Context: an optimization exercise on an open-source flow, tuned for small area and a short achievable clock period. The choices shown serve that exercise and are no tape-out recipe. Only simulation tests tie the RTL to the original design; equivalence was not proved.

Setup of 08-03:
==> flow/design.v <==
module fir_lpf (
    input         clk,
    input         reset,
    input         enable,
    input  [31:0] out_ecg,
    output [31:0] q
);
    reg  signed [31:2] d0;
    reg         [31:1] r3, r2;
    reg         [31:0] qr;
    assign q = qr;
    wire signed [31:0] x  = out_ecg;
    wire signed [31:0] y  = {d0, 2'b00};
    wire        [31:0] y2 = y >>> 2;
    wire        [31:0] y3 = y >>> 3;
    wire        [31:0] y4 = y >>> 4;
    wire        [31:0] y6 = y >>> 6;
    wire [30:0] r3n, r2n;
    rca #(31) a3 (.a(y2[30:0]), .b(y6[30:0]), .ci(1'b0), .s(r3n), .co());
    wire [30:0] c2s = r3 ^ y3[30:0] ^ y6[30:0];
    wire [30:0] c2c = (r3 & y3[30:0]) | (r3 & y6[30:0]) | (y3[30:0] & y6[30:0]);
    rca #(31) a2 (.a(c2s), .b({c2c[29:0], 1'b0}), .ci(1'b0), .s(r2n), .co());
    wire [31:0] r2w = {r2, 1'b0};
    wire [31:0] c1s = r2w ^ y4 ^ y6;
    wire [31:0] c1c = (r2w & y4) | (r2w & y6) | (y4 & y6);
    wire [31:0] r1;
    rca #(32) a1 (.a(c1s), .b({c1c[30:0], 1'b0}), .ci(1'b0), .s(r1), .co());
    wire [31:0] x5 = x >>> 5;
    wire [31:0] qn = r1 + x5;
    always @(posedge clk or posedge reset) begin
        if (reset) begin
            d0 <= 30'd0;
            r3 <= 31'd0;
            r2 <= 31'd0;
            qr <= 32'd0;
        end else if (enable) begin
            d0 <= out_ecg[31:2];
            r3 <= r3n;
            r2 <= r2n;
            qr <= qn;
        end
    end
endmodule
module rca #(parameter N = 8) (
    input  [N-1:0] a,
    input  [N-1:0] b,
    input          ci,
    output [N-1:0] s,
    output         co
);
    wire [N:0] c;
    assign c[0] = ci;
    genvar i;
    generate
        for (i = 0; i < N; i = i + 1) begin : bit_
            assign s[i]   = a[i] ^ b[i] ^ c[i];
            assign c[i+1] = (a[i] & b[i]) | (c[i] & (a[i] ^ b[i]));
        end
    endgenerate
    assign co = c[N];
endmodule
module wavelet_decomposer (
    input             clk,
    input             rst,
    input             enable,
    input      [31:0] q,
    output reg [15:0] D1,
    output     [15:0] D2,
    output     [15:0] D3,
    output     [15:0] D4
);
    wire [15:0] a = q[31:16];
    wire [15:0] b = q[15:0];
    wire        [16:0] s0 = a + b;
    wire        [23:0] u1 = {s0, 6'd0} + {s0, 3'd0} + {s0, 1'b0} + s0;
    wire        [16:0] s1n = u1[23:13] + {u1[12:0], 3'b000};
    wire        [16:0] e0  = {1'b0, b} - {1'b0, a};           
    wire        [23:0] e0x = {{7{e0[16]}}, e0};
    wire        [23:0] e75 = {e0x[17:0], 6'd0} + {e0x[20:0], 3'd0} + {e0x[22:0], 1'b0} + e0x;
    wire        [15:0] d1n = {a[14:0], 1'b0} + {{5{e75[23]}}, e75[23:13]};
    reg [15:0] d1q;
    reg [16:0] s1;
    wire [16:0] s2, s3, s4_unused;
    wire [10:0] d2n, d3n, d4n;
    wavelet_level l2 (.s(s1), .s_next(s2),        .d(d2n));
    wavelet_level l3 (.s(s2), .s_next(s3),        .d(d3n));
    wavelet_level l4 (.s(s3), .s_next(s4_unused), .d(d4n));
    reg [10:0] d2r, d3r, d4r;
    assign D2 = {5'd0, d2r};
    assign D3 = {5'd0, d3r};
    assign D4 = {5'd0, d4r};
    always @(posedge clk or posedge rst) begin
        if (rst) begin
            d1q <= 16'd0;
            s1  <= 17'd0;
        end else if (enable) begin
            d1q <= d1n;
            s1  <= s1n;
        end
    end
    always @(posedge clk or posedge rst) begin
        if (rst) begin
            D1  <= 16'd0;
            d2r <= 11'd0;
            d3r <= 11'd0;
            d4r <= 11'd0;
        end else begin
            D1  <= d1q;
            d2r <= d2n;
            d3r <= d3n;
            d4r <= d4n;
        end
    end
endmodule
module wavelet_level (
    input  [16:0] s,
    output [16:0] s_next,
    output [10:0] d
);
    wire        [22:0] u  = {s, 6'd0} + {s, 3'd0} + {s, 1'b0} + s;
    wire        [9:0]  hi = u[22:13];
    wire        [12:0] lo = u[12:0];
    assign s_next = hi + {lo, 3'b000};
    wire        [16:0] e   = {1'b0, lo, 3'b000} - {7'd0, hi};   
    wire        [23:0] ex  = {{7{e[16]}}, e};
    wire        [23:0] e75 = {ex[17:0], 6'd0} + {ex[20:0], 3'd0} + {ex[22:0], 1'b0} + ex;
    assign d = {hi, 1'b0} + e75[23:13];
endmodule
module noise_detector (
    input             clk,
    input             reset,
    input      [15:0] D1,
    input      [15:0] Tn,
    output reg        Select
);
    reg [1:0] acc;
    reg [3:0] count;
    reg       cmp;
    always @(posedge clk or posedge reset) begin
        if (reset) begin
            acc    <= 2'd0;
            count  <= 4'd0;
            cmp    <= 1'b0;
            Select <= 1'b0;
        end else begin
            cmp <= (D1 > Tn);
            if (acc == 2'd3) begin
                acc   <= 2'd0;
                count <= count + 4'd1;
            end else if (cmp) begin
                acc <= acc + 2'd1;
            end
            Select <= (count >= 4'd9);
        end
    end
endmodule
module SignalMultiplier (
    input  [15:0] D1,
    input  [15:0] D2,
    input  [15:0] D3,
    input  [15:0] D4,
    input         Select,
    output [31:0] MPavg
);
    wire [15:0] m1 = Select ? D3 : D1;
    wire [10:0] m2 = Select ? D4[10:0] : D2[10:0];
    wire [26:0] p  = m1 * m2;
    wire [30:0] q  = {4'd0, p} + (Select ? {3'd0, p, 1'b0} : {1'b0, p, 3'b000});
    assign MPavg = {4'd0, q[30:3]};
endmodule
module AdaptiveThreshold (
    input  [15:0] Vt1, Vt2, Vt3, Vt4,
    input  [31:0] MPavg,
    output        Out
);
    wire [15:0] sum = Vt1 + Vt2 + Vt3 + Vt4;
    wire [13:0] m   = sum[15:2];
    wire [15:0] mp  = MPavg[15:0];
    wire [17:0] ta  = {2'b00, mp} - {4'd0, m} - {5'd0, m[13:1]} - 18'd13;
    wire        gta = ~ta[17];
    wire [15:0] l3b = {Vt1[14:0], 1'b0} - {2'b00, m} - 16'd8;
    wire        gtb = mp > l3b;
    wire found = (MPavg > 32'd500);
    assign Out = (MPavg[31:16] != 16'd0) | (found ? gta : gtb);
endmodule
module qrs_top (
    input         clk,
    input         rst,
    input         enable,
    input  [31:0] ecg_in,
    input  [15:0] Tn,
    input  [15:0] Vt1,
    input  [15:0] Vt2,
    input  [15:0] Vt3,
    input  [15:0] Vt4,
    output [15:0] D1,
    output [15:0] D2,
    output [15:0] D3,
    output [15:0] D4,
    output        Select,
    output [31:0] MPavg,
    output        FinalOut
);
    wire [31:0] fq;
    fir_lpf lpf (
        .clk(clk),
        .reset(rst),
        .enable(enable),
        .out_ecg(ecg_in),
        .q(fq)
    );
    wavelet_decomposer wavelet (
        .clk(clk),
        .rst(rst),
        .enable(enable),
        .q(fq),
        .D1(D1),
        .D2(D2),
        .D3(D3),
        .D4(D4)
    );
    noise_detector noise (
        .clk(clk),
        .reset(rst),
        .D1(D1),
        .Tn(Tn),
        .Select(Select)
    );
    SignalMultiplier signal (
        .D1(D1),
        .D2(D2),
        .D3(D3),
        .D4(D4),
        .Select(Select),
        .MPavg(MPavg)
    );
    AdaptiveThreshold adaptive (
        .Vt1(Vt1),
        .Vt2(Vt2),
        .Vt3(Vt3),
        .Vt4(Vt4),
        .MPavg(MPavg),
        .Out(FinalOut)
    );
endmodule
Settings: LEC_CHECK=0, ABC_AREA=1, CAP_MARGIN=20, CORE_MARGIN=2, CORE_UTILIZATION=65, SLEW_MARGIN=20; clock period 36.0 ns.
run.sh (not shown) runs the stock make flow with config.mk's settings and CLKGATE_MAP_FILE= SYNTH_SCRIPT=/design/flow/synth_recipe.tcl, a recipe that flattens the netlist after the stock synthesis.
The following lists how 04-14 was set up differently from 08-03:
diff --git a/flow/config.mk b/flow/config.mk
--- a/flow/config.mk
+++ b/flow/config.mk
@@ -7,3 +7,2 @@
 export LEC_CHECK = 0
-export ABC_AREA = 1
 export CAP_MARGIN = 20
### Flow results
Looking at area growth from synthesis to layout, 04-14 sits 0.82 points higher than 08-03 does.
The origin of the worst setup path comes out Vt1[0] in one run and Vt1[1] in the other, namely in 04-14 and 08-03 respectively.
Worst-case setup slack after placement deteriorates in 04-14 relative to 08-03.
Going from 08-03 to 04-14, distinct cell type count of the synthesized netlist grew by more than half.
Diff 08-03 -> 04-14: number of non-clock buffers in the layout picked up an extra about 1%, average wire length per cell after detail routing picked up an extra 12%, global-route usage lost 0.95 points.


qrs_top, a different RTL version from the one above (not shown whole).
Size: about 4800 cells after synthesis, ~230 flip-flops, roughly 39000 µm² of cells after synthesis.
==> flow/design.v (excerpt) <==
module qrs_top (
    input         clk,
    input         rst,
    input         enable,
    input  [31:0] ecg_in,
    input  [15:0] Tn,
    input  [15:0] Vt1,
    input  [15:0] Vt2,
    input  [15:0] Vt3,
    input  [15:0] Vt4,
    output [15:0] D1,
    output [15:0] D2,
    output [15:0] D3,
    output [15:0] D4,
    output        Select,
    output [31:0] MPavg,
    output        FinalOut
);
==> flow/config.mk <==
export PLATFORM = sky130hd
export DESIGN_NAME = qrs_top
export DESIGN_NICKNAME = qrs_top
export VERILOG_FILES = /design/flow/design.v
export SDC_FILE = /design/flow/constraint.sdc
export NUM_CORES = 4
export LEC_CHECK = 0
export ABC_AREA = 1
export CAP_MARGIN = 20
export CORE_MARGIN = 2
export CORE_UTILIZATION = 70
export CTS_BUF_LIST = sky130_fd_sc_hd__clkbuf_4 sky130_fd_sc_hd__clkbuf_8
export SLEW_MARGIN = 20
==> flow/constraint.sdc <==
create_clock -name core_clock -period 36.0 [get_ports {clk}]
set_input_delay 7.2000 -clock core_clock [delete_from_list [all_inputs] [get_ports {clk}]]
set_output_delay 7.2000 -clock core_clock [all_outputs]
set_load 0.01 [all_outputs]
standard.sh (not shown) runs the stock make flow with config.mk's settings and CLKGATE_MAP_FILE= SYNTH_SCRIPT=/design/flow/synth_recipe.tcl, a recipe that flattens the netlist after the stock synthesis.
==> flow/flow/run.sh <==
#!/bin/bash
# The standard layout, with plain buffers (instead of the flow's default
# choice) on the input and output ports, and timing repair asked to leave
# more setup slack than the clock period needs.
set -euo pipefail
export BUFFER_PORTS_ARGS="-buffer_cell sky130_fd_sc_hd__buf_1"
export SETUP_SLACK_MARGIN=15
bash standard.sh > standard.log 2>&1
Rerun with:
==> flow/flow/run.sh (replaced) <==
#!/bin/bash
# The standard layout, with plain buffers (instead of the flow's default
# choice) on the input and output ports.
set -euo pipefail
export BUFFER_PORTS_ARGS="-buffer_cell sky130_fd_sc_hd__buf_2"
bash standard.sh > standard.log 2>&1
- ABC_AREA: 1 -> unset
- CORE_UTILIZATION: 70 -> 40
- CTS_BUF_LIST: sky130_fd_sc_hd__clkbuf_4 sky130_fd_sc_hd__clkbuf_8 -> unset
After rerunning: The new run passed the timing, DRC and antenna checks. Flip-flop and latch count stays the same. Synthesized cell count falls by 19%. Sequential share of layout area rises by 0.28 points. Cell area falls by 2.1%. Wire length falls by 6.6%. Fmax falls by 3.1%. Die area rises by 67%.
Rerun with:
==> flow/flow/run.sh (replaced) <==
#!/bin/bash
# The standard layout, with plain buffers (instead of the flow's default
# choice) on the input and output ports, and timing repair asked to leave
# more setup slack than the clock period needs.
set -euo pipefail
export BUFFER_PORTS_ARGS="-buffer_cell sky130_fd_sc_hd__buf_1"
export SETUP_SLACK_MARGIN=15
bash standard.sh > standard.log 2>&1
- CORE_UTILIZATION: 40 -> 70
- CTS_BUF_LIST: unset -> sky130_fd_sc_hd__clkbuf_4 sky130_fd_sc_hd__clkbuf_8
Result: Cell count came out lower by roughly a tenth. Fmax came out higher slightly. Synthesized area is unchanged.
Rerun with:
==> flow/flow/run.sh (replaced) <==
#!/bin/bash
# The standard layout, with plain buffers (instead of the flow's default
# choice) on the input and output ports, and timing repair asked to leave
# more setup slack than the clock period needs.
set -euo pipefail
export BUFFER_PORTS_ARGS="-buffer_cell sky130_fd_sc_hd__buf_2"
export SETUP_SLACK_MARGIN=18
bash standard.sh > standard.log 2>&1
- CORE_UTILIZATION: 70 -> 40
- CTS_BUF_LIST: sky130_fd_sc_hd__clkbuf_4 sky130_fd_sc_hd__clkbuf_8 -> unset
Die area rises by 74%.
Final area rises by 7.4%.
Maximum frequency rises by 1.2%.
Sequential cell count does not change.
Worst hold slack improves by 3.8 ps.
Global-route usage falls by 12 points.
Area after synthesis does not change.
Utilization falls by 30 points.
Via count falls by 0.62%.
First-iteration DRC count falls by 4.1%.


Starting RTL as in the previous note.
## qrs_top
module qrs_top (
    input         clk,
    input         rst,
    input         enable,
    input  [31:0] ecg_in,
    input  [15:0] Tn,
    input  [15:0] Vt1,
    input  [15:0] Vt2,
    input  [15:0] Vt3,
    input  [15:0] Vt4,
    output [15:0] D1,
    output [15:0] D2,
    output [15:0] D3,
    output [15:0] D4,
    output        Select,
    output [31:0] MPavg,
    output        FinalOut
);
==> flow/config.mk <==
export PLATFORM = sky130hd
export DESIGN_NAME = qrs_top
export DESIGN_NICKNAME = qrs_top
export VERILOG_FILES = /design/flow/design.v
export SDC_FILE = /design/flow/constraint.sdc
export NUM_CORES = 4
export LEC_CHECK = 0
export CAP_MARGIN = 20
export CORE_MARGIN = 2
export CORE_UTILIZATION = 60
export SLEW_MARGIN = 20
==> flow/constraint.sdc <==
create_clock -name core_clock -period 36.0 [get_ports {clk}]
set_input_delay 7.2000 -clock core_clock [delete_from_list [all_inputs] [get_ports {clk}]]
set_output_delay 7.2000 -clock core_clock [all_outputs]
set_load 0.01 [all_outputs]
==> flow/flow/run.sh <==
#!/bin/bash
# The standard layout, with plain buffers (instead of the flow's default
# choice) on the input and output ports, and timing repair asked to leave
# more setup slack than the clock period needs.
set -euo pipefail
export BUFFER_PORTS_ARGS="-buffer_cell sky130_fd_sc_hd__buf_1"
export SETUP_SLACK_MARGIN=16
bash standard.sh > standard.log 2>&1
The baseline passed the timing, DRC and antenna checks.
==> next run, changes <==
==> flow/run.sh (new file) <==
#!/bin/bash
# synth_recipe.tcl (not shown) runs the flow's synth.tcl, then flattens the netlist and writes it again
# the make line also repeats each setting of config.mk as NAME=value (left out here)
make -C /OpenROAD-flow-scripts/flow DESIGN_CONFIG=/design/flow/config.mk WORK_HOME=/design/flow/orfs CLKGATE_MAP_FILE= SYNTH_SCRIPT=/design/flow/synth_recipe.tcl finish
Settings changed: CORE_UTILIZATION 60 to 40.
removed: flow/flow/run.sh
removed: flow/standard.sh
Outcome: The new run ran to the end with no violations; synthesized area is unchanged; register-to-register slack gets worse by 0.82 ns; final area went up by 2.3%; via count goes down by 0.44%; flip-flop and latch count stays the same; worst setup slack gets worse by 1.4 ns; sequential share of layout area fell by 0.32 points; synthesized cell count is unchanged.
==> next run, changes <==
==> flow/flow/run.sh (new file) <==
#!/bin/bash
# The standard layout, with plain buffers (instead of the flow's default
# choice) on the input and output ports, and timing repair asked to leave
# more setup slack than the clock period needs.
set -euo pipefail
export BUFFER_PORTS_ARGS="-buffer_cell sky130_fd_sc_hd__buf_1"
export SETUP_SLACK_MARGIN=15
bash standard.sh > standard.log 2>&1
==> flow/standard.sh (new file) <==
#!/bin/bash
# synth_recipe.tcl (not shown) runs the flow's synth.tcl, then flattens the netlist and writes it again
# the make line also repeats each setting of config.mk as NAME=value (left out here)
make -C /OpenROAD-flow-scripts/flow DESIGN_CONFIG=/design/flow/config.mk WORK_HOME=/design/flow/orfs CLKGATE_MAP_FILE= SYNTH_SCRIPT=/design/flow/synth_recipe.tcl "${@:-finish}"
Settings changed: CORE_UTILIZATION 40 to 60.
removed: flow/run.sh
Hold slack gets better by 0.0070 ns.
Final area drops by 3.7%.
Global-route usage climbs by 8.5 points.
Via count is about the same.
Register-to-register slack gets better by 0.23 ns.


Setup of the reference run:
Starting RTL as in the previous note.
==> flow/design.v (excerpt) <==
module qrs_top (
    input         clk,
    input         rst,
    input         enable,
    input  [31:0] ecg_in,
    input  [15:0] Tn,
    input  [15:0] Vt1,
    input  [15:0] Vt2,
    input  [15:0] Vt3,
    input  [15:0] Vt4,
    output [15:0] D1,
    output [15:0] D2,
    output [15:0] D3,
    output [15:0] D4,
    output        Select,
    output [31:0] MPavg,
    output        FinalOut
);
    wire [31:0] fq;
    fir_lpf lpf (
        .clk(clk),
        .reset(rst),
        .enable(enable),
        .out_ecg(ecg_in),
        .q(fq)
    );
    wavelet_decomposer wavelet (
        .clk(clk),
        .rst(rst),
        .enable(enable),
        .q(fq),
        .D1(D1),
        .D2(D2),
        .D3(D3),
        .D4(D4)
    );
    noise_detector noise (
        .clk(clk),
        .reset(rst),
        .D1(D1),
        .Tn(Tn),
        .Select(Select)
    );
    SignalMultiplier signal (
        .D1(D1),
        .D2(D2),
        .D3(D3),
        .D4(D4),
        .Select(Select),
        .MPavg(MPavg)
    );
    AdaptiveThreshold adaptive (
        .Vt1(Vt1),
        .Vt2(Vt2),
        .Vt3(Vt3),
        .Vt4(Vt4),
        .MPavg(MPavg),
        .Out(FinalOut)
    );
endmodule
==> flow/config.mk <==
export PLATFORM = sky130hd
export DESIGN_NAME = qrs_top
export DESIGN_NICKNAME = qrs_top
export VERILOG_FILES = /design/flow/design.v
export SDC_FILE = /design/flow/constraint.sdc
export NUM_CORES = 4
export LEC_CHECK = 0
export CAP_MARGIN = 20
export CORE_MARGIN = 2
export CORE_UTILIZATION = 40
export SLEW_MARGIN = 20
==> flow/constraint.sdc <==
create_clock -name core_clock -period 36.0 [get_ports {clk}]
set_input_delay 7.2000 -clock core_clock [delete_from_list [all_inputs] [get_ports {clk}]]
set_output_delay 7.2000 -clock core_clock [all_outputs]
set_load 0.01 [all_outputs]
==> flow/flow/run.sh <==
#!/bin/bash
# The standard layout, with plain buffers (instead of the flow's default
# choice) on the input and output ports, and timing repair asked to leave
# more setup slack than the clock period needs.
set -euo pipefail
export BUFFER_PORTS_ARGS="-buffer_cell sky130_fd_sc_hd__buf_2"
export SETUP_SLACK_MARGIN=16
bash standard.sh > standard.log 2>&1
diff inputs: the reference run => the trial run
diff --git a/flow/config.mk b/flow/config.mk
--- a/flow/config.mk
+++ b/flow/config.mk
@@ -9,3 +9,4 @@
 export CORE_MARGIN = 2
 export CORE_UTILIZATION = 40
+export CTS_BUF_LIST = sky130_fd_sc_hd__clkbuf_4 sky130_fd_sc_hd__clkbuf_8
 export SLEW_MARGIN = 20
### Flow results
Every stage of the flow completed for the trial run, and the final layout passed the timing, DRC and antenna checks. Overall via count from detail_route (the trial run vs. the reference run) increases slightly. [compare] base=the reference run new=the trial run: cell count up about 0.6%. On number of antenna diodes: the trial run sits above the reference run. Looking at the trial run and the reference run, the total routing usage reported by global routing is a wash. Clock-buffer cell count was higher in the run labelled the trial run.

## re-timing with driven ports
Ports are ideal in the flow. The routed layouts listed here were re-timed in OpenROAD. Step 1, drivers: a clkbuf_16 drives clk and a buf_2 each remaining input, both assumed. Step 2 also shifts input and output timing later by t, the mid clock arrival at the registers, as if the neighbouring blocks saw the same clock. Three values: ideal ports, drivers, drivers and shift; two values: the first two.
run | t (ns) | setup slack, ns | hold WS [ns]
08-03 | 0.631 | 14.589 / 14.563 / 14.563 | 0.375 / 0.375 / 0.375
04-14 | 0.651 | 13.755 / 13.730 / 13.730 | 0.371 / 0.371 / 0.371
the first run of note 2 | 0.681 | 15.560 / 15.540 / 15.540 | 0.374 / 0.374 / 0.374
the second run of note 2 | 0.641 | 14.903 / 14.883 / 14.883 | 0.369 / 0.369 / 0.369
the third run of note 2 | 0.675 | 15.292 / 15.271 / 15.271 | 0.366 / 0.366 / 0.366
the fourth run of note 2 | 0.662 | 15.542 / 15.505 / 15.505 | 0.370 / 0.370 / 0.370
the first run of note 3 | 0.643 | 15.531 / 15.509 / 15.509 | 0.371 / 0.371 / 0.371
the second run of note 3 | 0.650 | 14.139 / 14.112 / 14.112 | 0.364 / 0.364 / 0.364
the third run of note 3 | 0.643 | 15.236 / 15.215 / 15.215 | 0.371 / 0.371 / 0.371
the reference run | 0.641 | 15.626 / 15.602 / 15.602 | 0.369 / 0.369 / 0.369
the trial run | 0.655 | 15.596 / 15.576 / 15.576 | 0.367 / 0.367 / 0.367
After both steps every run listed still meets setup and hold. The setup slack of the fourth run of note 2, which loses most, moves by -0.037 ns with the drivers and by -0.037 ns with both steps.
